From an optimization exercise on the open Yosys and OpenROAD flow, aimed at small area; shortcuts taken in it are not production practice.
Only simulation tests tie the RTL to the original design; equivalence was not proved.
Power and IR drop assume default switching activity.

## job 8498
==> module toeplitz_p, before the edit <==
module toeplitz_p #(
 parameter BS = 64,
 parameter N = 256,
 parameter L = 128,
 parameter WIDTH = 8
)
(
input wire clk,
input wire reset,
input wire [WIDTH-1:0] data,
output reg [L-1:0] q,
output reg qstrobe  
);
localparam NG = L/WIDTH;  
reg [NG-1:0] j;
wire first = ~j[0] & ~j[NG-1];          
wire last = j[NG-1] & ~j[NG-2];         
wire late = j[NG-1] & ~j[0];            
wire clr_n = ~(first | reset);
logic [WIDTH-1:0] d;
always_comb
  for (int k = 0; k < WIDTH; k++)
    d[k] = data[WIDTH-1-k];
logic [3*NG-1:0] sel;
always_comb
  for (int a = 0; a < NG; a++) begin
    sel[3*a] = ~j[a] & ~late & ~reset;
    sel[3*a+1] = j[a] & ~reset;
    sel[3*a+2] = ~j[a] & late & ~reset;
  end
reg [L-1:0] y;
wire [L-1:0] yrot = {y[L-WIDTH-1:0], y[L-1:L-WIDTH]};
wire [L-1:0] ynew;
readrc #(.N(N), .L(L), .WIDTH(WIDTH)) readrc_inst(.d, .sel, .yrot, .clr_n, .ynew);
always @(posedge clk) begin
  y <= ynew;
  if (reset || last)
    q <= ynew;
  qstrobe <= last & ~reset;
  j <= reset ? '0 : {j[NG-2:0], ~j[NG-1]};
end
endmodule
Settings: LEC_CHECK=0, ABC_AREA=0, CAP_MARGIN=20, CORE_MARGIN=2, CORE_UTILIZATION=70, GPL_TIMING_DRIVEN=1, SLEW_MARGIN=20, SYNTH_HIERARCHICAL=1; clock period 5.0 ns.
standard.sh (not shown) runs the stock make flow with config.mk's settings and CLKGATE_MAP_FILE= SYNTH_SCRIPT=/design/flow/synth_recipe.tcl, a recipe that flattens the netlist after the stock synthesis.
==> flow/flow/run.sh <==
#!/bin/bash
# The standard layout, with changes that only pick smaller cells:
# the port buffers are buf_1; clock tree synthesis uses clkbuf_4 in
# clusters of up to 8 sinks, without dummy loads; and after the
# placement's design repair, gates with slack to spare are sized down
# (recover.tcl). make's full output goes to flow.log here; each tool's
# own log is under orfs/logs/.
set -euo pipefail
here=$(cd "$(dirname "$0")" && pwd)
export BUFFER_PORTS_ARGS="-buffer_cell sky130_fd_sc_hd__buf_1"
export CTS_ARGS="-sink_clustering_enable -repair_clock_nets -dont_use_dummy_load -buf_list sky130_fd_sc_hd__clkbuf_4 -sink_clustering_size 8 -sink_clustering_max_diameter 60"
export POST_RESIZE_TCL="$here/recover.tcl"
bash standard.sh finish > flow.log 2>&1
==> flow/flow/recover.tcl <==
# Run after the placement's design repair (POST_RESIZE hook): size down
# the gates that have timing slack to spare, to recover area.
estimate_parasitics -placement
repair_timing -recover_power 100
Modified inputs, job 3418 compared to job 8498
==> flow/design.v, changed modules only <==
module toeplitz_p #(
 parameter BS = 64,
 parameter N = 256,
 parameter L = 128,
 parameter WIDTH = 8
)
(
input wire clk,
input wire reset,
input wire [WIDTH-1:0] data,
output reg [L-1:0] q,
output reg qstrobe  
);
localparam NG = L/WIDTH;  
reg [NG-1:0] j;
wire first = ~j[0] & ~j[NG-1];          
wire last = j[NG-1] & ~j[NG-2];         
wire late = j[NG-1] & ~j[0];            
wire clr_n = ~(first | reset);
logic [WIDTH-1:0] d;
always_comb
  for (int k = 0; k < WIDTH; k++)
    d[k] = data[WIDTH-1-k] & ~reset;
logic [3*NG-1:0] sel;
always_comb
  for (int a = 0; a < NG; a++) begin
    sel[3*a] = ~j[a] & ~late;
    sel[3*a+1] = j[a];
    sel[3*a+2] = ~j[a] & late;
  end
reg [L-1:0] y;
wire [L-1:0] yrot = {y[L-WIDTH-1:0], y[L-1:L-WIDTH]};
wire [L-1:0] ynew;
readrc #(.N(N), .L(L), .WIDTH(WIDTH)) readrc_inst(.d, .sel, .yrot, .clr_n, .ynew);
always @(posedge clk) begin
  y <= ynew;
  if (reset || last)
    q <= ynew;
  qstrobe <= last & ~reset;
  j <= reset ? '0 : {j[NG-2:0], ~j[NG-1]};
end
endmodule
### Flow results
Job 3418 against job 8498: via count lost 47; relative contribution of combinational cells to total power picked up an extra 1.9 points; per-cell routed wire length lost 0.22 um; summed instance area of the synthesized netlist lost 0.72%.
The run showing the smaller cell area after layout is job 3418.
The average vias per placed instance of job 3418 is higher than that of job 8498.

[separate check: timing with driven ports]
Ports are ideal in the flow. The routed layouts listed here were re-timed in OpenROAD. Step 1, drivers: a clkbuf_16 drives clk and a buf_2 each remaining input, both assumed. Step 2, shift: input delay + t, output delay - t, t = (earliest + latest rising clock arrival at the registers) / 2. This alone moves slack from input paths to output paths. Slacks: no drivers / after step 1 / after step 2; pairs: no drivers / after step 1.
run | t (ns) | setup slack, ns | worst data-port slew with drivers (ns)
job 8498 | 0.634 | 1.011 / 1.030 / 0.396 | 0.04
job 3418 | 0.683 | 0.825 / 0.838 / 0.154 | 0.05
After both steps every run listed still meets setup and hold. The setup slack of job 3418, which loses most, moves by +0.013 ns with the drivers and by -0.671 ns with both steps.
